Background: an optimization exercise with open tools, aiming at small area. Do not read the settings as production practice. Where RTL was checked, it was by simulation tests only, not by an equivalence proof against the original. Function not checked in runs 3 and 6: the RTL went through the layout flow alone. No activity file was given, so power comes from the tool's default toggle rates.

$ cat design.v
module asx_soupbintcp_itch (
    input  wire        clk,
    input  wire        rst,
    input  wire        ip_payload_valid,
    input  wire [7:0]  ip_payload_data,
    input  wire        ip_payload_start,
    input  wire        ip_payload_end,
    output wire [15:0] tcp_src_port,
    output wire [15:0] tcp_dst_port,
    output wire [31:0] tcp_seq_num,
    output wire [31:0] tcp_ack_num,
    output wire [3:0] tcp_data_offset,
    output wire [7:0] tcp_flags,
    output wire [15:0] tcp_window,
    output wire tcp_flag_syn,
    output wire tcp_flag_ack,
    output wire tcp_flag_fin,
    output wire tcp_flag_rst,
    output wire tcp_flag_psh,
    output wire tcp_header_valid,
    output wire tcp_parse_error,
    output wire session_active,
    output wire [63:0] session_sequence,
    output wire [7:0] pkt_type,
    output wire pkt_type_valid,
    output wire pkt_heartbeat,
    output wire pkt_login_accepted,
    output wire pkt_login_rejected,
    output wire pkt_end_session,
    output wire [31:0] seq_data_count,
    output wire [31:0] heartbeat_count,
    output wire parse_error,
    output wire msg_valid,
    output wire [7:0] msg_type,
    output wire msg_error,
    output wire [31:0] timestamp,
    output wire [63:0] order_id,
    output wire [31:0] orderbook_id,
    output wire side,
    output wire add_order_valid,
    output wire add_order_start,
    output wire [63:0] quantity,
    output wire [31:0] price,
    output wire [15:0] order_attributes,
    output wire order_executed_valid,
    output wire [63:0] exec_quantity,
    output wire order_cancel_valid,
    output wire order_delete_valid,
    output wire order_replace_valid,
    output wire directory_valid,
    output wire system_event_valid,
    output wire [7:0] event_code,
    output wire [31:0] total_messages,
    output wire [31:0] parse_errors
);
    reg [7:0] d1, d2;
    always @(posedge clk) begin
        d1 <= ip_payload_data;
        d2 <= d1;
    end
    localparam [1:0] T_IDLE = 2'd0, T_HDR = 2'd1, T_OPT = 2'd2, T_PAY = 2'd3;
    reg [1:0] t_state;
    reg [5:0] byte_cnt;
    reg       hw1;       
    reg       v1, e1;    
    reg       hdr_valid_r, tcp_err_r;
    wire [7:0] fb12;     
    wire [3:0] doff = fb12[7:4];
    wire [5:0] byte_cnt_inc = byte_cnt + 6'd1;
    always @(posedge clk) begin
        if (rst) begin
            t_state     <= T_IDLE;
            hw1         <= 1'b0;
            v1          <= 1'b0;
            e1          <= 1'b0;
            hdr_valid_r <= 1'b0;
            tcp_err_r   <= 1'b0;
        end else begin
            hw1         <= 1'b0;
            v1          <= 1'b0;
            e1          <= 1'b0;
            hdr_valid_r <= 1'b0;
            tcp_err_r   <= 1'b0;
            case (t_state)
                T_IDLE:
                    if (ip_payload_valid && ip_payload_start) begin
                        hw1     <= 1'b1;
                        t_state <= T_HDR;
                    end
                T_HDR:
                    if (ip_payload_valid) begin
                        hw1 <= 1'b1;
                        if (byte_cnt == 6'd19) begin
                            if (doff > 4'd5) begin
                                t_state <= T_OPT;
                            end else begin
                                hdr_valid_r <= 1'b1;
                                t_state     <= T_PAY;
                            end
                        end
                        if (ip_payload_end) begin
                            tcp_err_r <= 1'b1;
                            t_state   <= T_IDLE;
                        end
                    end
                T_OPT:
                    if (ip_payload_valid) begin
                        if (byte_cnt_inc == {doff, 2'b00}) begin
                            hdr_valid_r <= 1'b1;
                            t_state     <= T_PAY;
                        end
                        if (ip_payload_end) begin
                            tcp_err_r <= 1'b1;
                            t_state   <= T_IDLE;
                        end
                    end
                default:
                    if (ip_payload_valid) begin
                        v1 <= 1'b1;
                        e1 <= ip_payload_end;
                        if (ip_payload_end)
                            t_state <= T_IDLE;
                    end
            endcase
        end
    end
    always @(posedge clk) begin
        if (t_state == T_IDLE)
            byte_cnt <= 6'd1;
        else if (ip_payload_valid)
            byte_cnt <= byte_cnt_inc;
    end
    assign tcp_header_valid = hdr_valid_r;
    assign tcp_parse_error  = tcp_err_r;
    localparam [2:0] S_IDLE = 3'd0, S_LSB = 3'd1, S_TYPE = 3'd2,
                     S_PAYF = 3'd3, S_PAY = 3'd4, S_SKIP = 3'd5;
    reg [2:0]  s_state;
    reg [15:0] cnt;      
    reg        sa;
    reg        v2, s2, e2;
    reg        ptv;
    reg [63:0] seq_cnt;
    reg [31:0] hb_cnt;
    wire s_pay    = (s_state == S_PAYF) || (s_state == S_PAY);
    wire cnt_last = (cnt == 16'd2);
    wire gt1      = |cnt[15:1];
    wire d1_H = (d1 == 8'h48);
    wire d1_A = (d1 == 8'h41);
    wire d1_J = (d1 == 8'h4A);
    wire d1_Z = (d1 == 8'h5A);
    wire d1_S = (d1 == 8'h53);
    always @(posedge clk) begin
        if (rst) begin
            s_state <= S_IDLE;
            sa      <= 1'b0;
            v2      <= 1'b0;
            s2      <= 1'b0;
            e2      <= 1'b0;
            ptv     <= 1'b0;
        end else begin
            v2  <= v1 && s_pay;
            s2  <= v1 && (s_state == S_PAYF);
            e2  <= v1 && s_pay && (cnt_last || e1);
            ptv <= v1 && (s_state == S_TYPE);
            if (v1) begin
                case (s_state)
                    S_IDLE: s_state <= S_LSB;
                    S_LSB:  s_state <= e1 ? S_IDLE : S_TYPE;
                    S_TYPE: begin
                        if (d1_A)
                            sa <= 1'b1;
                        else if (d1_J || d1_Z)
                            sa <= 1'b0;
                        if (e1 || d1_H || d1_Z || !gt1)
                            s_state <= S_IDLE;
                        else if (d1_S)
                            s_state <= S_PAYF;
                        else
                            s_state <= S_SKIP;
                    end
                    S_PAYF, S_PAY, S_SKIP:
                        if (cnt_last || e1)
                            s_state <= S_IDLE;
                        else if (s_state == S_PAYF)
                            s_state <= S_PAY;
                    default: s_state <= S_IDLE;
                endcase
            end
        end
    end
    always @(posedge clk) begin
        if (v1) begin
            if (s_state == S_IDLE)
                cnt[15:8] <= d1;
            else if (s_state == S_LSB)
                cnt[7:0] <= d1;
            else if (s_state != S_TYPE)
                cnt <= cnt - 16'd1;
        end
    end
    always @(posedge clk) begin
        if (rst)
            seq_cnt <= 64'd0;
        else if (v1 && (s_state == S_TYPE) && d1_S)
            seq_cnt <= seq_cnt + 64'd1;
    end
    always @(posedge clk) begin
        if (rst)
            hb_cnt <= 32'd0;
        else if (v1 && (s_state == S_TYPE) && d1_H)
            hb_cnt <= hb_cnt + 32'd1;
    end
    assign session_active     = sa;
    assign session_sequence   = seq_cnt;
    assign seq_data_count     = seq_cnt[31:0];
    assign heartbeat_count    = hb_cnt;
    assign pkt_type           = d2;
    assign pkt_type_valid     = ptv;
    assign pkt_heartbeat      = ptv && (d2 == 8'h48);
    assign pkt_login_accepted = ptv && (d2 == 8'h41);
    assign pkt_login_rejected = ptv && (d2 == 8'h4A);
    assign pkt_end_session    = ptv && (d2 == 8'h5A);
    assign parse_error        = ptv && !((d2 == 8'h48) || (d2 == 8'h41) ||
                                         (d2 == 8'h4A) || (d2 == 8'h5A) ||
                                         (d2 == 8'h53) || (d2 == 8'h55) ||
                                         (d2 == 8'h2B));
    localparam [1:0] I_IDLE = 2'd0, I_COUNT = 2'd1, I_DONE = 2'd2, I_ERR = 2'd3;
    reg [1:0]  i_state;
    reg [5:0]  bc;       
    reg [7:0]  mt;       
    reg        msg_valid_r, msg_error_r, aos_r;
    reg [31:0] msg_cnt, err_cnt;
    reg [5:0] len_m1;
    always @* begin
        case (mt)
            8'h54: len_m1 = 6'd4;
            8'h53: len_m1 = 6'd5;
            8'h52: len_m1 = 6'd56;
            8'h4D: len_m1 = 6'd20;
            8'h4C: len_m1 = 6'd21;
            8'h4F: len_m1 = 6'd9;
            8'h41: len_m1 = 6'd38;
            8'h46: len_m1 = 6'd39;
            8'h45: len_m1 = 6'd30;
            8'h43: len_m1 = 6'd39;
            8'h58: len_m1 = 6'd18;
            8'h44: len_m1 = 6'd14;
            8'h55: len_m1 = 6'd44;
            8'h50: len_m1 = 6'd36;
            8'h51: len_m1 = 6'd40;
            8'h42: len_m1 = 6'd14;
            default: len_m1 = 6'd0;
        endcase
    end
    wire known = (len_m1 != 6'd0);
    wire last  = (bc == len_m1);
    reg [1:0] i_next;
    reg [5:0] bc_next;
    always @* begin
        i_next  = i_state;
        bc_next = bc;
        case (i_state)
            I_IDLE:
                if (s2) begin
                    bc_next = 6'd1;
                    i_next  = known ? I_COUNT : I_ERR;
                end
            I_COUNT:
                if (v2) begin
                    bc_next = bc + 6'd1;
                    if (last)
                        i_next = I_DONE;
                    else if (e2)
                        i_next = I_ERR;
                end
            default: i_next = I_IDLE;
        endcase
    end
    always @(posedge clk) begin
        bc <= bc_next;
        if (rst) begin
            i_state     <= I_IDLE;
            msg_valid_r <= 1'b0;
            msg_error_r <= 1'b0;
            aos_r       <= 1'b0;
        end else begin
            i_state     <= i_next;
            msg_valid_r <= (i_state == I_DONE);
            msg_error_r <= (i_state == I_ERR);
            aos_r       <= (i_state == I_IDLE) && s2 && (mt == 8'h41);
        end
    end
    always @(posedge clk) begin
        if ((i_next == I_IDLE) && v1 && (s_state == S_PAYF))
            mt <= d1;
    end
    always @(posedge clk) begin
        if (rst)
            msg_cnt <= 32'd0;
        else if (i_state == I_DONE)
            msg_cnt <= msg_cnt + 32'd1;
    end
    always @(posedge clk) begin
        if (rst)
            err_cnt <= 32'd0;
        else if (i_state == I_ERR)
            err_cnt <= err_cnt + 32'd1;
    end
    assign msg_valid            = msg_valid_r;
    assign msg_error            = msg_error_r;
    assign msg_type             = mt;
    assign add_order_start      = aos_r;
    assign add_order_valid      = msg_valid_r && (mt == 8'h41);
    assign order_executed_valid = msg_valid_r && (mt == 8'h45);
    assign order_cancel_valid   = msg_valid_r && (mt == 8'h58);
    assign order_delete_valid   = msg_valid_r && (mt == 8'h44);
    assign order_replace_valid  = msg_valid_r && (mt == 8'h55);
    assign directory_valid      = msg_valid_r && (mt == 8'h52);
    assign system_event_valid   = msg_valid_r && (mt == 8'h53);
    assign total_messages       = msg_cnt;
    assign parse_errors         = err_cnt;
    wire       wi = (i_next == I_COUNT) && v1 && s_pay;   
    reg [7:0]  fb [0:31];
    reg        side_r;
    genvar k;
    generate
        for (k = 0; k < 32; k = k + 1) begin : g_fb
            if (k != 17) begin : g_byte
                wire we_t = (k < 16) && (k != 1) && hw1 && (byte_cnt == k + 1);
                wire we_i = (k > 0) && wi && (bc_next == k);
                always @(posedge clk)
                    if (we_t || we_i)
                        fb[k] <= d1;
            end
        end
    endgenerate
    reg [7:0] src_lo;
    always @(posedge clk)
        if (hw1 && (byte_cnt == 6'd2))
            src_lo <= d1;
    always @(posedge clk)
        if (wi && (bc_next == 6'd17))
            side_r <= (d1 == 8'h42);
    assign fb12 = fb[12];
    assign tcp_src_port    = {fb[0], src_lo};
    assign tcp_dst_port    = {fb[2], fb[3]};
    assign tcp_seq_num     = {fb[4], fb[5], fb[6], fb[7]};
    assign tcp_ack_num     = {fb[8], fb[9], fb[10], fb[11]};
    assign tcp_data_offset = fb[12][7:4];
    assign tcp_flags       = fb[13];
    assign tcp_window      = {fb[14], fb[15]};
    assign tcp_flag_fin    = fb[13][0];
    assign tcp_flag_syn    = fb[13][1];
    assign tcp_flag_rst    = fb[13][2];
    assign tcp_flag_psh    = fb[13][3];
    assign tcp_flag_ack    = fb[13][4];
    assign timestamp        = {fb[1], fb[2], fb[3], fb[4]};
    assign order_id         = {fb[5], fb[6], fb[7], fb[8], fb[9], fb[10], fb[11], fb[12]};
    assign orderbook_id     = {fb[13], fb[14], fb[15], fb[16]};
    assign side             = side_r;
    assign quantity         = {fb[18], fb[19], fb[20], fb[21], fb[22], fb[23], fb[24], fb[25]};
    assign exec_quantity    = {fb[18], fb[19], fb[20], fb[21], fb[22], fb[23], fb[24], fb[25]};
    assign price            = {fb[26], fb[27], fb[28], fb[29]};
    assign order_attributes = {fb[30], fb[31]};
    assign event_code       = fb[5];
endmodule
$ cat flow/run.sh
#!/bin/bash
# The standard layout (standard.sh), with the smallest buffer cell on the
# ports and no dummy loads in the clock tree.
set -euo pipefail
export BUFFER_PORTS_ARGS="-buffer_cell sky130_fd_sc_hd__buf_1"
export CTS_ARGS="-sink_clustering_enable -repair_clock_nets -dont_use_dummy_load"
bash standard.sh > standard_flow.log 2>&1
$ cat standard.sh
#!/bin/bash
# synth_recipe.tcl (not shown) runs the flow's synth.tcl, then flattens the netlist and writes it again
# the make line also repeats each setting of config.mk as NAME=value (left out here)
make -C /OpenROAD-flow-scripts/flow DESIGN_CONFIG=/design/flow/config.mk WORK_HOME=/design/flow/orfs CLKGATE_MAP_FILE= SYNTH_SCRIPT=/design/flow/synth_recipe.tcl "${@:-finish}"
$ cat config.mk
export PLATFORM = sky130hd
export DESIGN_NAME = asx_soupbintcp_itch
export DESIGN_NICKNAME = asx_soupbintcp_itch
export VERILOG_FILES = /design/flow/design.v
export SDC_FILE = /design/flow/constraint.sdc
export NUM_CORES = 4
export LEC_CHECK = 0
export ABC_AREA = 1
export CAP_MARGIN = 20
export CORE_MARGIN = 2
export CORE_UTILIZATION = 40
export SLEW_MARGIN = 20
$ cat constraint.sdc
create_clock -name core_clock -period 5.0 [get_ports {clk}]
set_input_delay 1.0000 -clock core_clock [delete_from_list [all_inputs] [get_ports {clk}]]
set_output_delay 1.0000 -clock core_clock [all_outputs]
set_load 0.01 [all_outputs]
==> results of run 1 <==
-- worst max path at each step --
stage               startpoint  slack (ns)                  end  depth (start not counted)
2_1_floorplan  mt[7]$_DFFE_PP_        2.30  fb[16][0]$_DFFE_PP_                         14
3_3_place_gp   mt[7]$_DFFE_PP_        1.65   fb[1][2]$_DFFE_PP_                         15
3_5_place_dp   mt[7]$_DFFE_PP_        1.57   fb[1][6]$_DFFE_PP_                         15
4_1_cts        mt[5]$_DFFE_PP_        1.53   fb[1][6]$_DFFE_PP_                         15
5_1_grt        mt[7]$_DFFE_PP_        1.05   fb[1][6]$_DFFE_PP_                         15
6_report       mt[5]$_DFFE_PP_        1.46   fb[1][2]$_DFFE_PP_                         15
-- metrics by stage --
step / cell area, µm² / power (mW) / setup slack [ns]
final: 25800 / 8.11 / 1.46
after global routing: 25800 / 8.38 / 1.05
after CTS: 25700 / 8.17 / 1.53
after detailed placement: 24400 / 4.88 / 1.57
after global placement: 24400 / 4.87 / 1.65
after floorplan: 22600 / 4.73 / 2.30
-- registers in the layout (all words and copies together), names as in the netlist, 2 cells and up --
signal    count
t_state       2
src_lo        8
byte_cnt      6
err_cnt      32
mt            8
fb          248
msg_cnt      32
bc            6
cnt          16
seq_cnt      64
d2            8
i_state       2
s_state       3
d1            8
hb_cnt       32
-- final cells by class --
cell class	count	area [µm²]
Fill cell	5445	30300
Inverter	282	1060
Sequential cell	489	12600
Clock buffer	53	1330
Timing Repair Buffer	697	2680
Tap cell	756	946
Multi-Input combinational cell	1398	7160
Antenna cell	3	7.51
-- worst register-to-register path, stage by stage (launching register included) --
cell and delay [ns]:
edfxtp_1 0.41, inv_1 0.13, nand2_1 0.08, nor2_2 0.22, nand2_1 0.14, nand2_1 0.15
inv_1 0.09, nand2_1 0.07, nand2_1 0.04, nand2_1 0.06, nor2_2 0.05, nand3_2 0.08
nand3_2 0.41, inv_2 0.40, nand3_1 0.15, nor2_1 0.65
-- per-layer routing --
layer	share of wire [%]	up-vias	global-route usage [%]
li1	-	8833	-
met1	40	9080	30.7
met2	49	861	42.4
met3	7.9	144	6.02
met4	2.9	6	7.40
met5	0.18	-	1.31
-- cells by family (layout without fill, tap and decap cells) --
logic type,after synthesis,count (layout)
buffers and inverters,536,1032
other,0,3
AOI/OAI and AO/OA,254,254
xor gates and xnor gates,73,73
and+or+nand+nor,1056,1056
adders and majority gates,15,15
DFF,489,489
-- cell usage after synthesis, types with 5 or more instances --
master and number:
nand2_1 384, edfxtp_1 281, nor2_1 272, inv_1 254
buf_4 217, dfxtp_1 208, a21oi_1 123, nor3_1 114
nand3_1 106, o21ai_0 78, nand4_1 66, xor2_1 52
nor4_1 33, inv_2 26, clkbuf_1 24, xnor2_1 21
nor2_2 18, ha_1 15, o21a_1 15, a31oi_1 11
nor2_4 11, nand2_2 9, o21ai_1 9, or2_2 8
nor3_2 7, nor3b_1 6, nor4_2 6, nand3_2 5
-- power breakdown --
part	internal (mW)	switching [mW]	leakage [nW]	total (mW)
sequential	4.32	0.0541	4.21	4.38
combinational	0.110	0.317	3.69	0.427
clock	1.85	1.46	0.653	3.31
==> flow_metrics.tcl, run 1 <==
set metrics [dict create \
    stdcell_count 3678 \
    path_buf_inv 3 \
    rsz0062_at_grt "no" \
    clock_skew_ns 0.0666 \
    setup_violations 0 \
    cts_tree "done" \
    ios 682 \
    worstHoldStart "s_state[0]$_SDFFE_PP0P_" \
    gp_congestion 0.981 \
    grt_pass1_wl_mm 111 \
    grt_pass1_vias 17717 \
    synth_cells 2423 \
    synth_top_family_by_area "simple AND/OR/NAND/NOR gates" \
    fin_util_pct 46.0 \
    start_util_pct 40.3 \
    cts_root_buf "clkbuf_16" \
    drcViolationCount 0 \
    timing.rr.start "mt[5]$_DFFE_PP_" \
    dp.cells 3622 \
    hold_depth 2 \
    coreArea_mm2 0.0561 \
    crit_slowest_cell "nor2_1" \
    leakagePower_nw 8.56 \
    ant_nets 0 \
    drt_iter0_markers 1389 \
    antenna_found_initial 4 \
    synthSimpleGateAreaFrac_pct 21.7 \
    hold_path.class "reg -> reg" \
    ys_seq_area_share_pct 55.8 \
    yosysUniqueCellTypes 53 \
    h-tree-depth 2 \
    cpMostUsedCell "nand2_1" \
    wl_mm 75.1 \
    hold_slack_ns 0.462 \
    die_area_mm2 0.0584 \
    ys_warn_count 2 \
    grt_max_degree 61 \
    holdPathEnd "s_state[0]$_SDFFE_PP0P_" \
    overflow 0 \
    cts_made_buffers 53 \
    final_cell_mix "buf_1 (680), nand2_1 (384), edfxtp_1 (281)" \
    syn_avg_cell_area_um2 9.32 \
    grt_usage_pct 24.7 \
    synthArstFlopShare_pct 0 \
    crit_type "reg -> reg" \
    r2r-end "fb[1][2]$_DFFE_PP_" \
    cap_violations 0 \
    fmax_ghz 0.282 \
    synth.cell_area_mm2 0.0226 \
    path_cells "inv_1 > nand2_1 > nor2_2 > nand2_1 > nand2_1 > inv_1 > nand2_1 > nand2_1 > nand2_1 > nor2_2 > nand3_2 > nand3_2 > inv_2 > nand3_1 > nor2_1" \
    post_cts_buffers 0 \
    crit_fanout 16 \
    drv_slew 0 \
    clock_latency_ns 0.61 \
    end_kind "register" \
    synthMuxAreaShare_pct 0 \
    layout_commonest_cell "buf_1" \
    synthFlopType "edfxtp_1" \
    via_count 18924 \
    regToRegSetupSlack_ns 1.46 \
    wl_per_cell_um 20.4 \
    cts_hold_buf 0 \
    status "no timing/DRC/antenna violations" \
    rows 87 \
    io_buffers 681 \
    cts-resized-gates 0 \
    ir_worst_vdd_uv 251 \
    cts_max_path_buffers 3 \
    synth_edf_count 281 \
    synth_top_cell_area_share_pct 37.4 \
    synth-xor-area-share_pct 2.83 \
    clk_pin_slew_ns 0.05 \
    synthAdderAreaFrac_pct 0.831 \
    tns_ns 0 \
    crit_required_ns 5.18 \
    tightest_slew_ns 1.06 \
    arrival_ns 3.72 \
    synth_seq_cells 489 \
    drt_first_pass_iters 7 \
    synth_area_leaders "edfxtp_1 (37%), dfxtp_1 (18%), buf_4 (7.2%)" \
    cpPeakStageDelay_ns 0.65 \
    final_hold_viol_count 0 \
    critPathTopFamily "simple AND/OR/NAND/NOR gates" \
    die_y_um 242 \
    p_per_area_mw_per_mm2 315 \
    cp-start-kind "register" \
    yosysTopAreaCell "edfxtp_1" \
    fin_crit_sh_pct 70.8 \
    cts.sinks 489 \
    fp.dieW_um 242 \
    drive_gt1_share_pct 6.54 \
    synth_compound_area_share_pct 6.15 \
    dp_hpwl_mm 56.2 \
    r2r_cells 15 \
    final_nets 2949 \
    fin_crit_ns 3.54 \
    relSlewSlack_pct 29.1 \
    vias_per_cell 5.15 \
    area_growth_pct 14.2 \
]
==> run 2: changes to the inputs <==
==> flow/run.sh (replaced) <==
#!/bin/bash
# The standard layout (standard.sh), with the smallest buffer cell on the
# ports instead of the one buffer_ports picks by default.
set -euo pipefail
export BUFFER_PORTS_ARGS="-buffer_cell sky130_fd_sc_hd__buf_1"
bash standard.sh > standard_flow.log 2>&1
--- a/config.mk
+++ b/config.mk
@@ -7,3 +7,2 @@
 export LEC_CHECK = 0
-export ABC_AREA = 1
 export CAP_MARGIN = 20
==> flow_metrics.tcl, run 2 <==
set metrics [dict create \
    status "no timing/DRC/antenna violations" \
    ant_nets 0 \
    critPathTopFamily "simple AND/OR/NAND/NOR gates" \
    cts_root_buf "clkbuf_16" \
    wl_mm 63.5 \
    path_cells "nor2b_1 > nor3_1 > or4_1 > nand4_1 > nor4_1 > o21a_1 > buf_4 > nor4_2" \
    drt_iter0_markers 1121 \
    cap_violations 0 \
    syn_avg_cell_area_um2 11.4 \
    rows 83 \
    reg_top3 "fb: 248 flops, seq_cnt: 64 flops" \
    clk_pin_slew_ns 0.06 \
    yosysUniqueCellTypes 74 \
    yosysMostFrequentCell "edfxtp_1" \
    cts_tree "done" \
    fp.dieW_um 232 \
    gp_congestion 0.966 \
    dp_hpwl_mm 46.1 \
    synthAdderAreaFrac_pct 0.900 \
    synthSimpleGateAreaFrac_pct 17.3 \
    crit_slowest_cell "nor4_2" \
    ys_warn_count 2 \
    wl_per_cell_um 20.8 \
    synth_edf_count 281 \
    cpPeakStageDelay_ns 0.77 \
    cts.sinks 489 \
    crit_fanout 24 \
    tns_ns 0 \
    largest_register_ffs 248 \
    synthMuxAreaShare_pct 0.348 \
    via_count 15693 \
    ios 682 \
    r2r_cells 8 \
    area_growth_pct 18.2 \
    drt_first_pass_iters 6 \
    regToRegSetupSlack_ns 0.91 \
    io_buffers 681 \
    die_area_mm2 0.0540 \
    synth_compound_area_share_pct 4.86 \
    fmax_ghz 0.244 \
    hold_path.class "reg -> reg" \
    synth_cells 1834 \
    synth.cell_area_mm2 0.0208 \
    synthArstFlopShare_pct 0 \
    yosysTopAreaCell "edfxtp_1" \
    multiInputGateArea_mm2 0.00637 \
    ir_worst_vdd_uv 259 \
    drcViolationCount 0 \
    cts_made_buffers 53 \
    p_per_area_mw_per_mm2 350 \
    final_nets 2350 \
    fin_util_pct 47.9 \
    end_kind "register" \
    startpoint "mt[2]$_DFFE_PP_" \
    final_cell_mix "buf_1 (680), edfxtp_1 (281), nor2_1 (221)" \
    cts-resized-gates 0 \
    final-seq-area_mm2 0.0126 \
    clock_latency_ns 0.60 \
    post_cts_buffers 0 \
    synth_top_family_by_area "simple AND/OR/NAND/NOR gates" \
    synth_common_cells "edfxtp_1 (281), nor2_1 (221), buf_4 (218), dfxtp_1 (208), nand2_1 (114)" \
    crit_required_ns 5.21 \
    synthFlopType "edfxtp_1" \
    die_y_um 232 \
    relSlewSlack_pct 25.5 \
    arrival_ns 4.31 \
    r2r-end "fb[21][4]$_DFFE_PP_" \
    fin_crit_sh_pct 81.9 \
    layout_commonest_cell "buf_1" \
    synth-xor-area-share_pct 6.58 \
    h-tree-depth 2 \
    hold_depth 2 \
    crit_type "reg -> reg" \
    leakagePower_nw 8.01 \
    vias_per_cell 5.15 \
    final_hold_viol_count 0 \
    grt_pass1_wl_mm 90.0 \
    synth_seq_cells 489 \
    fin_crit_ns 4.09 \
    worstHoldStart "sa$_SDFFE_PP0P_" \
    drive_gt1_share_pct 7.36 \
    drv_slew 0 \
    overflow 0 \
    regMostFlops "fb" \
    grt_usage_pct 22.2 \
    coreArea_mm2 0.0514 \
    holdPathEnd "sa$_SDFFE_PP0P_" \
    ys_seq_area_share_pct 60.4 \
    clock_skew_ns 0.0258 \
    cts_hold_buf 0 \
    grt_pass1_vias 14303 \
    path_buf_inv 1 \
    antenna_found_initial 1 \
    fillers 4784 \
    synth_top_cell_area_share_pct 40.5 \
    grt_max_degree 99 \
    cts_max_path_buffers 3 \
    tightest_slew_ns 1.11 \
    timing.rr.start "mt[2]$_DFFE_PP_" \
    setup_violations 0 \
    rsz0062_at_grt "no" \
    cp-start-kind "register" \
    start_util_pct 40.6 \
    insertedDiodeCount 0 \
    synth_area_leaders "edfxtp_1 (40%), dfxtp_1 (20%), buf_4 (7.8%)" \
]
-- run 2: changes by cell type after synthesis, moves of 30 or more --
| cell | previous run | this run |
|---|---|---|
| a21oi_1 | 123 | 54 |
| and3_1 | 2 | 32 |
| inv_1 | 254 | 36 |
| nand2_1 | 384 | 114 |
| nand3_1 | 106 | 60 |
| nor2_1 | 272 | 221 |
| nor3_1 | 114 | 40 |
| or3_1 | 0 | 36 |
| xnor2_1 | 21 | 59 |
| xor2_1 | 52 | 95 |
-- run 2: layout make-up --
| class | instances | area share [%] |
|---|---|---|
| multi-input combinational | 1032 | 25.8 |
| tap | 680 | 3.45 |
| clock inverter | 36 | 1.75 |
| inverter | 36 | 0.549 |
| sequential | 489 | 51.2 |
| clock buffer | 62 | 5.90 |
| timing repair buffer | 710 | 11.3 |
-- run 2: layer usage --
metal | vias up | part of all wire, % | global-route usage [%] | wire [µm]
met4 | 2 | 2.0 | 5.41 | 1260
met3 | 92 | 7.5 | 5.62 | 4750
li1 | 7254 | - | - | -
met5 | - | 0.11 | 1.01 | 70
met2 | 616 | 50 | 38.7 | 32000
met1 | 7729 | 40 | 27.2 | 25400
-- run 2: power breakdown --
part | leakage (nW) | switching (mW) | internal, mW
clock | 0.909 | 1.63 | 2.55
sequential | 4.21 | 0.0236 | 4.27
combinational | 2.90 | 0.128 | 0.0378
-- run 2: cells by family after synthesis --
group	Yosys count
compound gates	164
mux	7
simple gates	691
buf+inv	313
fa+ha+maj	15
xor+xnor	155
flops	489
-- run 2: tightest hold or removal path, delay by kind of cell (launching register included) --
family,cells,cell delay (ns)
flip-flops,1,0.31
AO/OA/AOI/OAI,1,0.05
AND/OR/NAND/NOR,1,0.05
-- run 2: through the flow --
| step | cell area (µm²) | setup slack [ns] | power [mW] | hold WS [ns] | std cells |
|---|---|---|---|---|---|
| 3_5_place_dp | 22700 | 0.900 | 4.55 | 0.456 | 2947 |
| 2_1_floorplan | 20900 | 1.51 | 4.47 | 0.465 | 1834 |
| 5_1_grt | 24600 | 0.459 | 8.90 | 0.477 | 3045 |
| 4_1_cts | 24600 | 0.874 | 8.72 | 0.463 | 3045 |
| 3_3_place_gp | 22700 | 0.860 | 4.54 | 0.448 | 2946 |
| 6_report | 24600 | 0.906 | 8.63 | 0.461 | 3045 |
-- run 2: how the worst max path moves through the flow --
stage	endpoint	slack [ns]	depth (start not counted)
3_3_place_gp	fb[6][1]$_DFFE_PP_	0.86	7
2_1_floorplan	fb[22][0]$_DFFE_PP_	1.51	7
4_1_cts	fb[14][7]$_DFFE_PP_	0.87	7
5_1_grt	fb[10][7]$_DFFE_PP_	0.46	7
6_report	fb[21][4]$_DFFE_PP_	0.91	8
3_5_place_dp	fb[14][6]$_DFFE_PP_	0.90	7
==> run 3: changes to the inputs <==
--- a/design.v
+++ b/design.v
@@ -55,7 +55,5 @@
 );
-    reg [7:0] d1, d2;
-    always @(posedge clk) begin
+    reg [7:0] d1;
+    always @(posedge clk)
         d1 <= ip_payload_data;
-        d2 <= d1;
-    end
     localparam [1:0] T_IDLE = 2'd0, T_HDR = 2'd1, T_OPT = 2'd2, T_PAY = 2'd3;
@@ -66,2 +64,3 @@
     reg       hdr_valid_r, tcp_err_r;
+    wire [7:0] fb0;      
     wire [7:0] fb12;     
@@ -129,3 +128,3 @@
             byte_cnt <= 6'd1;
-        else if (ip_payload_valid)
+        else if (ip_payload_valid && (t_state != T_PAY))
             byte_cnt <= byte_cnt_inc;
@@ -216,12 +215,13 @@
     assign heartbeat_count    = hb_cnt;
-    assign pkt_type           = d2;
+    wire [7:0] pt = fb0;
+    assign pkt_type           = pt;
     assign pkt_type_valid     = ptv;
-    assign pkt_heartbeat      = ptv && (d2 == 8'h48);
-    assign pkt_login_accepted = ptv && (d2 == 8'h41);
-    assign pkt_login_rejected = ptv && (d2 == 8'h4A);
-    assign pkt_end_session    = ptv && (d2 == 8'h5A);
-    assign parse_error        = ptv && !((d2 == 8'h48) || (d2 == 8'h41) ||
-                                         (d2 == 8'h4A) || (d2 == 8'h5A) ||
-                                         (d2 == 8'h53) || (d2 == 8'h55) ||
-                                         (d2 == 8'h2B));
+    assign pkt_heartbeat      = ptv && (pt == 8'h48);
+    assign pkt_login_accepted = ptv && (pt == 8'h41);
+    assign pkt_login_rejected = ptv && (pt == 8'h4A);
+    assign pkt_end_session    = ptv && (pt == 8'h5A);
+    assign parse_error        = ptv && !((pt == 8'h48) || (pt == 8'h41) ||
+                                         (pt == 8'h4A) || (pt == 8'h5A) ||
+                                         (pt == 8'h53) || (pt == 8'h55) ||
+                                         (pt == 8'h2B));
     localparam [1:0] I_IDLE = 2'd0, I_COUNT = 2'd1, I_DONE = 2'd2, I_ERR = 2'd3;
@@ -330,4 +330,5 @@
                 wire we_i = (k > 0) && wi && (bc_next == k);
+                wire we_p = (k == 0) && v1 && (s_state == S_TYPE);
                 always @(posedge clk)
-                    if (we_t || we_i)
+                    if (we_t || we_i || we_p)
                         fb[k] <= d1;
@@ -343,2 +344,3 @@
             side_r <= (d1 == 8'h42);
+    assign fb0  = fb[0];
     assign fb12 = fb[12];
==> flow/run.sh (replaced) <==
#!/bin/bash
# The standard layout (standard.sh) with: the smallest buffer cell on the
# ports, synthesis buffers removed at floorplan, no dummy clock-tree loads.
set -euo pipefail
export BUFFER_PORTS_ARGS="-buffer_cell sky130_fd_sc_hd__buf_1"
export REMOVE_ABC_BUFFERS=1
export CTS_ARGS="-sink_clustering_enable -repair_clock_nets -dont_use_dummy_load"
bash standard.sh > standard_flow.log 2>&1
==> flow_metrics.tcl, run 3 <==
set metrics [dict create \
    drt_first_pass_iters 5 \
    crit_required_ns 5.18 \
    regMostFlops "fb" \
    ys_warn_count 2 \
    wl_per_cell_um 24.6 \
    r2r-end "fb[16][2]$_DFFE_PP_" \
    pwr-share-seq_pct 55.9 \
    drv_slew 0 \
    grt_pass1_vias 13828 \
    final_nets 2310 \
    cp-start-kind "register" \
    synth_edf_count 281 \
    antenna_found_initial 4 \
    h-tree-depth 2 \
    io_buffers 681 \
    timing.rr.start "mt[4]$_DFFE_PP_" \
    arrival_ns 3.79 \
    start_util_pct 40.7 \
    grt_max_degree 85 \
    fin_crit_sh_pct 72.3 \
    relSlewSlack_pct 24.4 \
    grt_usage_pct 26.3 \
    stdcell_count 2956 \
    post_cts_buffers 0 \
    internal-power_mw 6.00 \
    tns_ns 0 \
    synth_seq_cells 481 \
    final_cell_mix "buf_1 (680), edfxtp_1 (281), nor2_1 (229)" \
    syn_avg_cell_area_um2 11.4 \
    clk_pin_slew_ns 0.06 \
    crit_type "reg -> reg" \
    clock_skew_ns 0.104 \
    rows 82 \
    largest_register_ffs 248 \
    rsz0062_at_grt "no" \
    cts_hold_buf 0 \
    clkPwrFrac_pct 41.7 \
    switching_share_pct 21.0 \
    power.switching_mw 1.60 \
    status "no timing/DRC/antenna violations" \
    cts_tree "done" \
    wl_mm 72.6 \
    clock_latency_ns 0.63 \
    layout_commonest_cell "buf_1" \
    dp.cells 2902 \
    die_area_mm2 0.0530 \
    r2r_cells 8 \
    stdcell_area_mm2 0.0235 \
    coreArea_mm2 0.0504 \
    holdPathEnd "seq_cnt[63]$_SDFFE_PP0P_" \
    gp_congestion 0.999 \
    power.total_mw 7.59 \
    tightest_slew_ns 1.13 \
    drive_gt1_share_pct 5.22 \
    pwr-share-comb_pct 2.4 \
    die_y_um 230 \
    ir_worst_vdd_uv 253 \
    drcViolationCount 0 \
    synth_area_leaders "edfxtp_1 (41%), dfxtp_1 (20%), buf_4 (8.2%)" \
    fmax_ghz 0.277 \
    cts_max_path_buffers 3 \
    hold_path.class "reg -> reg" \
    vias_per_cell 5.20 \
    leakagePower_nw 7.55 \
    synthFlopType "edfxtp_1" \
    ys_seq_area_share_pct 60.7 \
    synth_common_cells "edfxtp_1 (281), nor2_1 (229), buf_4 (225), dfxtp_1 (200), nand2_1 (122)" \
    setup_violations 0 \
    fin_crit_ns 3.62 \
    synthArstFlopShare_pct 0 \
    p_per_area_mw_per_mm2 323 \
    synth_cells 1804 \
    hold_depth 2 \
    cap_violations 0 \
    yosysUniqueCellTypes 70 \
    end_kind "register" \
    overflow 0 \
    place_area_mm2 0.0222 \
    crit_fanout 29 \
    cts.sinks 481 \
    drt_iter0_markers 1074 \
    yosysTopAreaCell "edfxtp_1" \
    cts_root_buf "clkbuf_16" \
    synth.cell_area_mm2 0.0205 \
    fp.dieW_um 230 \
    ios 682 \
    worstHoldStart "seq_cnt[63]$_SDFFE_PP0P_" \
    cts-resized-gates 0 \
    final-seq-area_mm2 0.0125 \
    multiInputGateArea_mm2 0.00613 \
    ant_nets 0 \
    regToRegSetupSlack_ns 1.38 \
    grt_pass1_wl_mm 100 \
    synth_top_cell_area_share_pct 41.2 \
    area_growth_pct 14.9 \
    fillers 4716 \
    yosysMostFrequentCell "edfxtp_1" \
    dp_hpwl_mm 56.3 \
    reg_top3 "fb: 248 flops, seq_cnt: 64 flops" \
    final_hold_viol_count 0 \
    via_count 15374 \
    cts_made_buffers 50 \
]
## run 3: changes by cell type in the layout (fill, tap and decap cells not counted), moves of 7 or more
cell	delta
dfxtp_1	-8
clkinv_1	-9
o31ai_2	+8
bufinv_16	-9
nor4_2	-13
clkinv_2	-7
nand2_1	+8
nand3_1	+13
nor2_1	+8
nand4_1	-10
o21ai_0	-8
inv_1	-9
## run 3: logic make-up (layout without fill, tap and decap cells)
| kind of cell | Yosys count | in the layout | share of synthesized area, % |
|---|---|---|---|
| AO/OA/AOI/OAI | 154 | 154 | 4.66 |
| XOR/XNOR | 159 | 159 | 6.87 |
| adder cells (fa/ha/maj) | 15 | 15 | 0.916 |
| buffers and inverters | 307 | 783 | 9.77 |
| flip-flops | 481 | 481 | 60.7 |
| multiplexers | 6 | 6 | 0.312 |
| other | 0 | 4 | 0 |
| AND/OR/NAND/NOR | 682 | 682 | 16.7 |
## run 3: per-layer routing
| layer | track usage (%) | wire length (µm) | share of wire (%) |
|---|---|---|---|
| met3 | 7.81 | 6130 | 8.4 |
| met1 | 33.4 | 29500 | 41 |
| met5 | 2.76 | 203 | 0.28 |
| met4 | 8.97 | 2480 | 3.4 |
| met2 | 42.4 | 34300 | 47 |
## run 3: worst max-delay path by stage
stage                          startpoint                   to  slack (ns)  depth (start not counted)
floorplan                 mt[0]$_DFFE_PP_  fb[14][0]$_DFFE_PP_        -0.1                          7
global placement    i_state[0]$_SDFF_PP0_   fb[6][2]$_DFFE_PP_        1.34                          6
detailed placement  i_state[0]$_SDFF_PP0_   fb[2][7]$_DFFE_PP_        1.21                          6
CTS                 i_state[0]$_SDFF_PP0_   fb[2][7]$_DFFE_PP_        1.26                          6
global route        i_state[0]$_SDFF_PP0_  fb[25][1]$_DFFE_PP_        1.10                          6
finish                    mt[4]$_DFFE_PP_  fb[16][2]$_DFFE_PP_        1.38                          8
## run 3: layout make-up
class,count,area share (%)
Inverter,27,0.430
Sequential cell,481,52.9
Tap cell,672,3.57
Multi-Input combinational cell,1016,26.0
Timing Repair Buffer,706,11.7
Clock buffer,50,5.31
Antenna cell,4,0.0425
## run 3: critical path, cell delays in order, from the launching register on
cell and delay (ns):
edfxtp_1 0.70, mux2_2 0.39, a21oi_1 0.24, nand2_1 0.10, xor2_1 0.16, a32oi_1 0.28, nor4_2 0.08, buf_4 0.26
nor4b_2 1.00
## run 3: through the flow
step	setup WS [ns]	util (%)	hold slack, ns
after global placement	1.34	44.1	0.463
after floorplan	-0.0983	-	0.459
after detailed placement	1.21	44.1	0.491
after CTS	1.26	46.6	0.499
after global routing	1.10	46.7	0.516
final	1.38	46.7	0.496
## run 3: power by group through the flow
stage | clock network, mW | registers, mW | logic, mW
finish | 3.16 | 4.25 | 0.182
global route | 3.35 | 4.25 | 0.200
CTS | 3.23 | 4.25 | 0.183
detailed placement | 0 | 4.33 | 0.183
global placement | 0 | 4.33 | 0.181
floorplan | 0 | 4.33 | 0.0732
==> run 4: changes to the inputs <==
--- a/design.v
+++ b/design.v
@@ -140,4 +140,4 @@
     reg        ptv;
-    reg [63:0] seq_cnt;
-    reg [31:0] hb_cnt;
+    wire [63:0] seq_cnt;
+    wire [31:0] hb_cnt;
     wire s_pay    = (s_state == S_PAYF) || (s_state == S_PAY);
@@ -199,14 +199,6 @@
     end
-    always @(posedge clk) begin
-        if (rst)
-            seq_cnt <= 64'd0;
-        else if (v1 && (s_state == S_TYPE) && d1_S)
-            seq_cnt <= seq_cnt + 64'd1;
-    end
-    always @(posedge clk) begin
-        if (rst)
-            hb_cnt <= 32'd0;
-        else if (v1 && (s_state == S_TYPE) && d1_H)
-            hb_cnt <= hb_cnt + 32'd1;
-    end
+    event_counter #(.W(64)) seq_counter (
+        .clk(clk), .rst(rst), .inc(v1 && (s_state == S_TYPE) && d1_S), .count(seq_cnt));
+    event_counter #(.W(32)) hb_counter (
+        .clk(clk), .rst(rst), .inc(v1 && (s_state == S_TYPE) && d1_H), .count(hb_cnt));
     assign session_active     = sa;
@@ -231,3 +223,3 @@
     reg        msg_valid_r, msg_error_r, aos_r;
-    reg [31:0] msg_cnt, err_cnt;
+    wire [31:0] msg_cnt, err_cnt;
     reg [5:0] len_m1;
@@ -296,14 +288,6 @@
     end
-    always @(posedge clk) begin
-        if (rst)
-            msg_cnt <= 32'd0;
-        else if (i_state == I_DONE)
-            msg_cnt <= msg_cnt + 32'd1;
-    end
-    always @(posedge clk) begin
-        if (rst)
-            err_cnt <= 32'd0;
-        else if (i_state == I_ERR)
-            err_cnt <= err_cnt + 32'd1;
-    end
+    event_counter #(.W(32)) msg_counter (
+        .clk(clk), .rst(rst), .inc(i_state == I_DONE), .count(msg_cnt));
+    event_counter #(.W(32)) err_counter (
+        .clk(clk), .rst(rst), .inc(i_state == I_ERR), .count(err_cnt));
     assign msg_valid            = msg_valid_r;
@@ -368 +352,25 @@
 endmodule
+module event_counter #(
+    parameter W = 32
+) (
+    input  wire         clk,
+    input  wire         rst,
+    input  wire         inc,
+    output reg  [W-1:0] count
+);
+    wire [W-1:0] carry;
+    genvar i;
+    generate
+        for (i = 0; i < W; i = i + 1) begin : g_bit
+            if (i == 0) begin : g_first
+                assign carry[i] = inc;
+            end else if (i % 8 == 0) begin : g_byte
+                assign carry[i] = inc & (&count[i-1:0]);
+            end else begin : g_ripple
+                assign carry[i] = carry[i-1] & count[i-1];
+            end
+            always @(posedge clk)
+                count[i] <= ~rst & (count[i] ^ carry[i]);
+        end
+    endgenerate
+endmodule
==> flow_metrics.tcl, run 4 <==
set metrics [dict create \
    status "no timing/DRC/antenna violations" \
    ir_worst_vdd_uv 215 \
    wl_per_cell_um 23.2 \
    internal-power_mw 5.99 \
    synth_seq_cells 481 \
    pwr-share-seq_pct 56.1 \
    grt_pass1_wl_mm 89.6 \
    synth_cells 1606 \
    synth-xor-area-share_pct 2.15 \
    synth_top_cell_area_share_pct 41.6 \
    synthAdderAreaFrac_pct 9.30 \
    tns_ns 0 \
    setup_violations 0 \
    cts_made_buffers 50 \
    synth.cell_area_mm2 0.0203 \
    cts_hold_buf 0 \
    rows 82 \
    drt_first_pass_iters 5 \
    stdcell_count 2767 \
    ios 682 \
    overflow 0 \
    yosysMostFrequentCell "edfxtp_1" \
    clk_pin_slew_ns 0.06 \
    syn_avg_cell_area_um2 12.6 \
    ant_nets 0 \
    dp.cells 2717 \
    arrival_ns 4.43 \
    reg_top3 "fb: 248 flops, seq_counter.count: 64 flops" \
    synth_common_cells "edfxtp_1 (281), buf_4 (227), dfxtp_1 (200), nor2b_1 (153), ha_1 (151)" \
    io_buffers 681 \
    start_util_pct 40.5 \
    end_kind "register" \
    p_per_area_mw_per_mm2 324 \
    dp_hpwl_mm 48.3 \
    wl_mm 64.1 \
    drv_slew 0 \
    drive_gt1_share_pct 5.92 \
    drt_iter0_markers 1003 \
    hold_path.class "reg -> reg" \
    final_nets 2261 \
    yosysTopAreaCell "edfxtp_1" \
    tightest_slew_ns 1.06 \
    clock_latency_ns 0.59 \
    synthFlopType "edfxtp_1" \
    pre_cts_ws_ns 1.04 \
    h-tree-depth 2 \
    setup_ws_ns 1.03 \
    grt_pass1_vias 13214 \
    clkPwrFrac_pct 41.7 \
    drcViolationCount 0 \
    gp_congestion 0.886 \
    pwr-share-comb_pct 2.3 \
    cts.sinks 481 \
    fp.dieW_um 229 \
    insertedDiodeCount 0 \
    fillers 4728 \
    final_hold_viol_count 0 \
    crit_fanout 14 \
    ys_warn_count 4 \
    synthSimpleGateAreaFrac_pct 13.8 \
    synthArstFlopShare_pct 0 \
    area_growth_pct 14.9 \
    grt_usage_pct 23.3 \
    fin_util_pct 46.5 \
    fmax_ghz 0.252 \
    rsz0062_at_grt "no" \
    regMostFlops "fb" \
    cap_violations 0 \
    cts_tree "done" \
    cp-start-kind "register" \
    fin_crit_ns 3.97 \
    coreArea_mm2 0.0502 \
    final_cell_mix "buf_1 (680), edfxtp_1 (281), dfxtp_1 (192)" \
    cts-resized-gates 0 \
    yosysUniqueCellTypes 72 \
    hold_slack_ns 0.483 \
    die_y_um 229 \
    vias_per_cell 5.06 \
    synth_top_family_by_area "simple AND/OR/NAND/NOR gates" \
    crit_required_ns 5.46 \
    clock_skew_ns 0.0669 \
    crit_type "reg -> reg" \
    via_count 13994 \
    layout_commonest_cell "buf_1" \
    die_area_mm2 0.0526 \
    cts_max_path_buffers 3 \
    switching_share_pct 20.7 \
    synth_area_leaders "edfxtp_1 (42%), dfxtp_1 (20%), ha_1 (9.3%)" \
    synthMuxAreaShare_pct 0.0986 \
    grt_max_degree 68 \
    relSlewSlack_pct 29.0 \
    synth_edf_count 281 \
    power.switching_mw 1.56 \
    cts_root_buf "clkbuf_16" \
    synth_compound_area_share_pct 3.27 \
    antenna_found_initial 0 \
    ys_seq_area_share_pct 61.3 \
    fin_crit_sh_pct 79.4 \
    largest_register_ffs 248 \
    leakagePower_nw 8.69 \
    post_cts_buffers 0 \
]
-- run 4: changes by cell type in the layout (fill, tap and decap cells not counted), moves of 10 or more --
cell,change
o21ai_0,-14
xor2_1,-88
or3_1,-30
ha_1,+136
xnor2_1,-22
and3_1,-25
nor2b_1,+142
nor4_1,-10
a21oi_1,-19
and4_1,-15
nand2_1,-41
nand3_1,-55
nor2_1,-127
-- run 4: logic make-up after synthesis --
| family | after synthesis |
|---|---|
| mux | 2 |
| fa+ha+maj | 151 |
| xor+xnor | 49 |
| flops | 481 |
| simple gates | 517 |
| buf+inv | 303 |
| compound gates | 103 |
-- run 4: layout make-up --
type / instances / area, µm² / area share [%]
Sequential cell: 481 / 12500 / 53.4
Tap cell: 672 / 841 / 3.60
Timing Repair Buffer: 714 / 2820 / 12.1
Multi-Input combinational cell: 822 / 5870 / 25.1
Inverter: 28 / 105 / 0.450
Clock buffer: 50 / 1250 / 5.36
-- run 4: per-stage QoR --
step                total power, mW  instance area [µm²]
floorplan                      4.38                18400
detailed placement             4.49                22100
finish                         7.55                23300
global route                   7.78                23300
CTS                            7.63                23300
global placement               4.48                22100
-- run 4: metal layers --
metal	vias to the layer above	track usage [%]	wire length [µm]
met5	-	0	0
met4	0	6.43	1590
met3	94	7.32	5440
met2	592	38.5	30900
met1	6954	29.5	26200
li1	6354	-	-
-- run 4: critical path, stage by stage, from the launching register on --
cell and delay, ns:
dfxtp_1 0.58, and4bb_1 0.34, nand3_1 0.11, or4_4 0.58, nor3_4 0.21, nand2_1 0.11, nor3_2 0.27, nand3_1 0.17
nor3_1 0.24, ha_1 0.18, ha_1 0.14, ha_1 0.15, ha_1 0.14, ha_1 0.14, ha_1 0.14, ha_1 0.22
nor2b_1 0.13
-- run 4: path summary, 6_finish.rpt --
check	from	to	slack (ns)	cells past startpoint
min reg2reg	sa$_SDFFE_PP0P_	sa$_SDFFE_PP0P_	0.48	2
max	s_state[1]$_SDFFE_PP0P_	seq_counter.count[62]$_DFF_P_	1.03	16
min	sa$_SDFFE_PP0P_	sa$_SDFFE_PP0P_	0.48	2
max reg2reg	s_state[1]$_SDFFE_PP0P_	seq_counter.count[62]$_DFF_P_	1.03	16
-- run 4: power by group through the flow --
stage	Sequential [mW]	Clock, mW	Combinational [mW]
5_1_grt	4.23	3.36	0.186
4_1_cts	4.23	3.23	0.171
3_3_place_gp	4.32	0	0.168
3_5_place_dp	4.32	0	0.171
2_1_floorplan	4.32	0	0.0595
6_report	4.23	3.15	0.170
==> run 5: changes to the inputs <==
--- a/flow/run.sh
+++ b/flow/run.sh
@@ -6,3 +6,3 @@
 export REMOVE_ABC_BUFFERS=1
-export CTS_ARGS="-sink_clustering_enable -repair_clock_nets -dont_use_dummy_load"
+export CTS_ARGS="-sink_clustering_enable -repair_clock_nets -dont_use_dummy_load -sink_clustering_size 25 -sink_clustering_max_diameter 100"
 bash standard.sh > standard_flow.log 2>&1
==> flow_metrics.tcl, run 5 <==
set metrics [dict create \
    status "no timing/DRC/antenna violations" \
    rows 82 \
    synth_cells 1606 \
    cts_max_path_buffers 3 \
    timing.rr.start "s_state[1]$_SDFFE_PP0P_" \
    post_cts_buffers 0 \
    drt_iter0_markers 1065 \
    r2r_cells 16 \
    final_nets 2234 \
    tightest_slew_ns 1.06 \
    drive_gt1_share_pct 4.69 \
    fmax_ghz 0.249 \
    holdPathEnd "sa$_SDFFE_PP0P_" \
    area_growth_pct 11.6 \
    grt_usage_pct 22.8 \
    cts_root_buf "clkbuf_16" \
    setup_violations 0 \
    grt_max_degree 68 \
    dp.cells 2717 \
    internal-power_mw 5.06 \
    largest_register_ffs 248 \
    reg_top3 "fb: 248 flops, seq_counter.count: 64 flops" \
    final_cell_mix "buf_1 (680), edfxtp_1 (281), dfxtp_1 (192)" \
    h-tree-depth 1 \
    end_kind "register" \
    overflow 0 \
    yosysTopAreaCell "edfxtp_1" \
    cp.depth 16 \
    pwr-share-seq_pct 65.8 \
    insertedDiodeCount 0 \
    synth.cell_area_mm2 0.0203 \
    synth_common_cells "edfxtp_1 (281), buf_4 (227), dfxtp_1 (200), nor2b_1 (153), ha_1 (151)" \
    wl_per_cell_um 23.2 \
    fillers 4792 \
    start_util_pct 40.5 \
    crit_fanout 14 \
    ys_warn_count 4 \
    die_y_um 229 \
    rsz0062_at_grt "no" \
    clock_skew_ns 0.0451 \
    regToRegSetupSlack_ns 0.99 \
    grt_pass1_vias 12962 \
    pwr-share-comb_pct 2.7 \
    syn_avg_cell_area_um2 12.6 \
    layout_commonest_cell "buf_1" \
    hold_depth 2 \
    stdcell_count 2740 \
    critPathTopFamily "simple AND/OR/NAND/NOR gates" \
    grt_pass1_wl_mm 88.0 \
    coreArea_mm2 0.0502 \
    ant_nets 0 \
    antenna_found_initial 1 \
    hold_path.class "reg -> reg" \
    synthFlopType "edfxtp_1" \
    synth_area_leaders "edfxtp_1 (42%), dfxtp_1 (20%), ha_1 (9.3%)" \
    cts.sinks 481 \
    cap_violations 0 \
    cpMostUsedCell "ha_1" \
    path_cells "and4bb_1 > nand3_1 > or4_4 > nor3_4 > nand2_1 > nor3_2 > nand3_1 > nor3_1 > ha_1 > ha_1 > ha_1 > ha_1 > ha_1 > ha_1 > ha_1 > nor2b_1" \
    drcViolationCount 0 \
    drv_slew 0 \
    ios 682 \
    switching_share_pct 21.2 \
    synth_top_cell_area_share_pct 41.6 \
    clk_pin_slew_ns 0.10 \
    via_count 13823 \
    crit_required_ns 5.44 \
    dp_hpwl_mm 48.3 \
    cpPeakStageDelay_ns 0.61 \
    cts-resized-gates 0 \
    fin_crit_ns 4.01 \
    fin_crit_sh_pct 80.2 \
    ys_seq_area_share_pct 61.3 \
    path_buf_inv 0 \
    worstHoldStart "sa$_SDFFE_PP0P_" \
    vias_per_cell 5.04 \
    yosysMostFrequentCell "edfxtp_1" \
    leakagePower_nw 8.35 \
    final_hold_viol_count 0 \
    synth_seq_cells 481 \
    fin_util_pct 45.2 \
    die_area_mm2 0.0526 \
    cts_made_buffers 23 \
    arrival_ns 4.45 \
    yosysUniqueCellTypes 72 \
    gp_congestion 0.886 \
    clock_latency_ns 0.58 \
    crit_type "reg -> reg" \
    relSlewSlack_pct 28.9 \
    regMostFlops "fb" \
    crit_slowest_cell "dfxtp_1" \
    io_buffers 681 \
    wl_mm 63.5 \
    drt_first_pass_iters 5 \
    cp-start-kind "register" \
    tns_ns 0 \
    ir_worst_vdd_uv 227 \
    p_per_area_mw_per_mm2 283 \
    power.switching_mw 1.36 \
    fp.dieW_um 229 \
    cts_hold_buf 0 \
    cts_tree "done" \
    clkPwrFrac_pct 31.5 \
    synthArstFlopShare_pct 0 \
    r2r-end "seq_counter.count[62]$_DFF_P_" \
    synth_edf_count 281 \
]
run 5: cell families (layout without fill, tap and decap cells):
logic type	after synthesis	in the layout	share of synthesized area [%]
multiplexers	2	2	0.0986
XOR/XNOR	49	49	2.15
AND/OR/NAND/NOR	517	517	13.8
flip-flops	481	481	61.3
buffers and inverters	303	765	10.1
AO/OA/AOI/OAI	103	103	3.27
adder cells (fa/ha/maj)	151	151	9.30
run 5: per-layer routing:
metal / track usage [%] / vias up / share of wire (%)
met4: 6.53 / 0 / 2.7
li1: - / 6296 / -
met2: 37.9 / 599 / 48
met1: 29.0 / 6844 / 40
met3: 6.56 / 84 / 9.0
met5: 0 / - / 0
run 5: tightest hold or removal path, cell delays in order (launching register included):
cell and delay, ns:
dfxtp_1 0.32, o21ai_0 0.07, a21oi_1 0.06
run 5: worst max-delay path by stage:
stage               slack [ns]                    start                             to
floorplan                 1.20            d1[6]$_DFF_P_  seq_counter.count[62]$_DFF_P_
global placement          1.15            v1$_SDFF_PP0_  seq_counter.count[63]$_DFF_P_
detailed placement        1.04  s_state[1]$_SDFFE_PP0P_  seq_counter.count[62]$_DFF_P_
CTS                       0.98            v1$_SDFF_PP0_  seq_counter.count[62]$_DFF_P_
global route              0.74  s_state[1]$_SDFFE_PP0P_  seq_counter.count[63]$_DFF_P_
finish                    0.99  s_state[1]$_SDFFE_PP0P_  seq_counter.count[62]$_DFF_P_
run 5: area by class of cell:
type | instances | area [µm²] | share of cell area, %
clock buffer | 23 | 576 | 2.54
timing repair buffer | 714 | 2820 | 12.4
multi-input combinational | 822 | 5870 | 25.9
inverter | 28 | 105 | 0.464
tap | 672 | 841 | 3.71
sequential | 481 | 12500 | 55.0
run 5: per-stage QoR:
| step | setup WS, ns | power (mW) | area, µm² | hold slack, ns |
|---|---|---|---|---|
| after floorplan | 1.20 | 4.38 | 18400 | 0.459 |
| after global placement | 1.15 | 4.48 | 22100 | 0.474 |
| after detailed placement | 1.04 | 4.49 | 22100 | 0.468 |
| after CTS | 0.980 | 6.48 | 22600 | 0.492 |
| after global routing | 0.740 | 6.62 | 22700 | 0.508 |
| final | 0.990 | 6.42 | 22700 | 0.490 |
run 5: power by group through the flow:
stage          logic (mW)  clock network [mW]  registers [mW]
2_1_floorplan      0.0595                   0            4.32
3_3_place_gp        0.168                   0            4.32
3_5_place_dp        0.171                   0            4.32
4_1_cts             0.172                2.09            4.23
5_1_grt             0.186                2.20            4.23
6_report            0.171                2.03            4.23
==> run 6: changes to the inputs <==
--- a/design.v
+++ b/design.v
@@ -60,3 +60,3 @@
     reg [1:0] t_state;
-    reg [5:0] byte_cnt;
+    reg [5:0] tpos;      
     reg       hw1;       
@@ -67,3 +67,2 @@
     wire [3:0] doff = fb12[7:4];
-    wire [5:0] byte_cnt_inc = byte_cnt + 6'd1;
     always @(posedge clk) begin
@@ -91,3 +90,3 @@
                         hw1 <= 1'b1;
-                        if (byte_cnt == 6'd19) begin
+                        if (tpos == 6'd18) begin
                             if (doff > 4'd5) begin
@@ -106,3 +105,3 @@
                     if (ip_payload_valid) begin
-                        if (byte_cnt_inc == {doff, 2'b00}) begin
+                        if (tpos == {doff - 4'd1, 2'b10}) begin
                             hdr_valid_r <= 1'b1;
@@ -127,5 +126,5 @@
         if (t_state == T_IDLE)
-            byte_cnt <= 6'd1;
+            tpos <= 6'd0;
         else if (ip_payload_valid && (t_state != T_PAY))
-            byte_cnt <= byte_cnt_inc;
+            tpos <= tpos + 6'd1;
     end
@@ -305,3 +304,5 @@
     assign parse_errors         = err_cnt;
-    wire       wi = (i_next == I_COUNT) && v1 && s_pay;   
+    wire       wi  = (i_next == I_COUNT) && v1 && s_pay;   
+    wire       wr  = hw1 || wi;
+    wire [5:0] pos = hw1 ? tpos : bc_next;
     reg [7:0]  fb [0:31];
@@ -312,7 +313,7 @@
             if (k != 17) begin : g_byte
-                wire we_t = (k < 16) && (k != 1) && hw1 && (byte_cnt == k + 1);
-                wire we_i = (k > 0) && wi && (bc_next == k);
-                wire we_p = (k == 0) && v1 && (s_state == S_TYPE);
+                wire we = (k == 1) ? (wi && (pos == 6'd1))
+                        : (k == 0) ? ((hw1 && (pos == 6'd0)) || (v1 && (s_state == S_TYPE)))
+                        : (wr && (pos == k));
                 always @(posedge clk)
-                    if (we_t || we_i || we_p)
+                    if (we)
                         fb[k] <= d1;
@@ -323,6 +324,6 @@
     always @(posedge clk)
-        if (hw1 && (byte_cnt == 6'd2))
+        if (hw1 && (pos == 6'd1))
             src_lo <= d1;
     always @(posedge clk)
-        if (wi && (bc_next == 6'd17))
+        if (wr && (pos == 6'd17))
             side_r <= (d1 == 8'h42);
==> flow_metrics.tcl, run 6 <==
set metrics [dict create \
    cts_root_buf "clkbuf_16" \
    status "no timing/DRC/antenna violations" \
    post_cts_buffers 0 \
    clock_skew_ns 0.0251 \
    cp-start-kind "register" \
    final_hold_viol_count 0 \
    fin_util_pct 44.9 \
    ios 682 \
    ant_nets 0 \
    coreArea_mm2 0.0499 \
    fmax_ghz 0.241 \
    drv_slew 0 \
    regMostFlops "fb" \
    cap_violations 0 \
    hold_path.class "reg -> reg" \
    synth_seq_cells 481 \
    yosysMostFrequentCell "edfxtp_1" \
    synth_top_cell_area_share_pct 42.0 \
    overflow 0 \
    drive_gt1_share_pct 3.58 \
    yosysUniqueCellTypes 70 \
    drcViolationCount 0 \
    die_area_mm2 0.0520 \
    grt_pass1_wl_mm 93.4 \
    rsz0062_at_grt "no" \
    crit_type "reg -> reg" \
    end_kind "register" \
    cts.sinks 481 \
    cts_hold_buf 0 \
    antenna_found_initial 5 \
    drt_first_pass_iters 5 \
    syn_avg_cell_area_um2 12.9 \
    synth_common_cells "edfxtp_1 (281), buf_4 (225), dfxtp_1 (200), ha_1 (151), nor2b_1 (150)" \
    synthArstFlopShare_pct 0 \
    layout_commonest_cell "buf_1" \
    crit_end "fb[12][4]$_DFFE_PP_" \
    p_per_area_mw_per_mm2 289 \
    cts_max_path_buffers 3 \
    vias_per_cell 4.99 \
    arrival_ns 4.48 \
    insertedDiodeCount 0 \
    cts_tree "done" \
    via_count 13384 \
    regToRegSetupSlack_ns 0.85 \
    ir_worst_vdd_uv 201 \
    dp_hpwl_mm 50.7 \
    tightest_slew_ns 1.08 \
    synth_cells 1558 \
    reg_top3 "fb: 248 flops, seq_counter.count: 64 flops" \
    wl_per_cell_um 24.9 \
    final_nets 2176 \
    ys_seq_area_share_pct 61.9 \
    clock_latency_ns 0.58 \
    relSlewSlack_pct 27.4 \
    clk_pin_slew_ns 0.10 \
    io_buffers 681 \
    fp.dieW_um 228 \
    fin_crit_ns 4.15 \
    cts_made_buffers 23 \
    die_y_um 228 \
    gp_congestion 1.01 \
    synth_edf_count 281 \
    yosysTopAreaCell "edfxtp_1" \
    ys_warn_count 4 \
    startpoint "mt[0]$_DFFE_PP_" \
    largest_register_ffs 248 \
    synth_area_leaders "edfxtp_1 (42%), dfxtp_1 (20%), ha_1 (9.4%)" \
    leakagePower_nw 8.29 \
    setup_violations 0 \
    r2r-end "fb[12][4]$_DFFE_PP_" \
    timing.rr.start "mt[0]$_DFFE_PP_" \
    synth.cell_area_mm2 0.0201 \
    synthFlopType "edfxtp_1" \
    grt_usage_pct 24.6 \
    final_cell_mix "buf_1 (680), edfxtp_1 (281), dfxtp_1 (192)" \
    start_util_pct 40.3 \
    wl_mm 66.7 \
    h-tree-depth 1 \
    tns_ns 0 \
    drt_iter0_markers 817 \
    grt_pass1_vias 12852 \
    area_growth_pct 11.3 \
    cts-resized-gates 0 \
    crit_fanout 23 \
    rows 82 \
    r2r_cells 9 \
    fin_crit_sh_pct 83.0 \
    crit_required_ns 5.33 \
    grt_max_degree 121 \
    power.total_mw 6.47 \
]
[run 6: layer usage]
metal  GRT usage (%)  wire length (µm)  vias up
met2            42.4             32500      553
met4            5.94              1710        6
met1            28.4             25400     6611
li1                -                 -     6142
met5               0                32        -
met3            10.2              7050       72
[run 6: cell type report]
type	instances	area (µm²)
fillers	4699	27500
well taps	672	841
repair buffers	696	2690
clock buffers	23	576
inverters	29	109
flip-flops and latches	481	12500
multi-input cells	781	5710
[run 6: worst min-delay path by stage]
stage	from	end	cells past startpoint
after floorplan	s2$_SDFF_PP0_	i_state[1]$_SDFF_PP0_	2
after global placement	s2$_SDFF_PP0_	i_state[1]$_SDFF_PP0_	2
after detailed placement	s2$_SDFF_PP0_	i_state[1]$_SDFF_PP0_	2
after global routing	ip_payload_data[6]	d1[6]$_DFF_P_	1
after CTS	ip_payload_data[6]	d1[6]$_DFF_P_	1
final	s2$_SDFF_PP0_	i_state[1]$_SDFF_PP0_	2
[run 6: cell families (layout without fill, tap and decap cells)]
| logic type | after synthesis | count (layout) | synth area share (%) |
|---|---|---|---|
| xor gates and xnor gates | 49 | 49 | 2.14 |
| and+or+nand+nor | 472 | 472 | 13.1 |
| muxes | 9 | 9 | 0.461 |
| buffers and inverters | 296 | 748 | 9.75 |
| DFF | 481 | 481 | 61.9 |
| adders and majority gates | 151 | 151 | 9.40 |
| AOI/OAI and AO/OA | 100 | 100 | 3.21 |
[run 6: per-stage QoR]
step / instances / hold WS [ns] / area [µm²] / worst slack (ns)
after CTS: 2682 / 0.480 / 22400 / 0.822
after detailed placement: 2659 / 0.493 / 21800 / 0.852
after floorplan: 1291 / 0.455 / 18200 / 0.865
final: 2682 / 0.504 / 22400 / 0.851
after global placement: 2659 / 0.478 / 21800 / 0.979
after global routing: 2682 / 0.479 / 22400 / 0.571
[run 6: critical path, cell delays in order, from the launching register on]
cell	delay [ns]
edfxtp_1	0.71
nor3b_1	0.43
nand2_1	0.10
o2111a_1	0.16
or4_1	0.55
nor4_2	0.54
a21oi_1	0.19
a21oi_2	0.65
nor2_1	0.33
buf_4	0.26
[run 6: where the power goes]
| group | internal (mW) | switching (mW) | leakage, nW |
|---|---|---|---|
| Clock | 0.826 | 1.22 | 0.283 |
| Sequential | 4.20 | 0.0248 | 4.14 |
| Combinational | 0.0495 | 0.148 | 3.87 |
| Total | 5.08 | 1.39 | 8.29 |

-- separate check: timing with driven ports --
The flow's constraints put no driver on any port. The routed layouts listed below were extracted and timed again, unchanged, in two steps.
Step 1, drivers: a clkbuf_16 drives clk and a buf_2 each remaining input, both assumed.
Step 2 also shifts input and output timing later by t, the mid clock arrival at the registers, as if the neighbouring blocks saw the same clock.
Three values: ideal ports, drivers, drivers and shift; two values: the first two.
| run | t, ns | setup slack, ns | hold WS [ns] | clock arrival spread, ns |
|---|---|---|---|---|
| run 1 | 0.635 | 1.460 / 1.460 / 1.460 | 0.462 / 0.462 / 0.462 | 0.067 / 0.067 |
| run 2 | 0.645 | 0.906 / 0.906 / 0.906 | 0.461 / 0.461 / 0.461 | 0.027 / 0.027 |
| run 3 | 0.637 | 1.384 / 1.384 / 1.384 | 0.496 / 0.496 / 0.496 | 0.105 / 0.104 |
| run 4 | 0.621 | 1.032 / 1.032 / 1.032 | 0.483 / 0.483 / 0.483 | 0.073 / 0.072 |
| run 5 | 0.611 | 0.990 / 0.990 / 0.990 | 0.490 / 0.490 / 0.490 | 0.046 / 0.045 |
| run 6 | 0.623 | 0.851 / 0.851 / 0.851 | 0.504 / 0.500 / 0.504 | 0.027 / 0.027 |
After both steps every run listed still meets setup and hold.
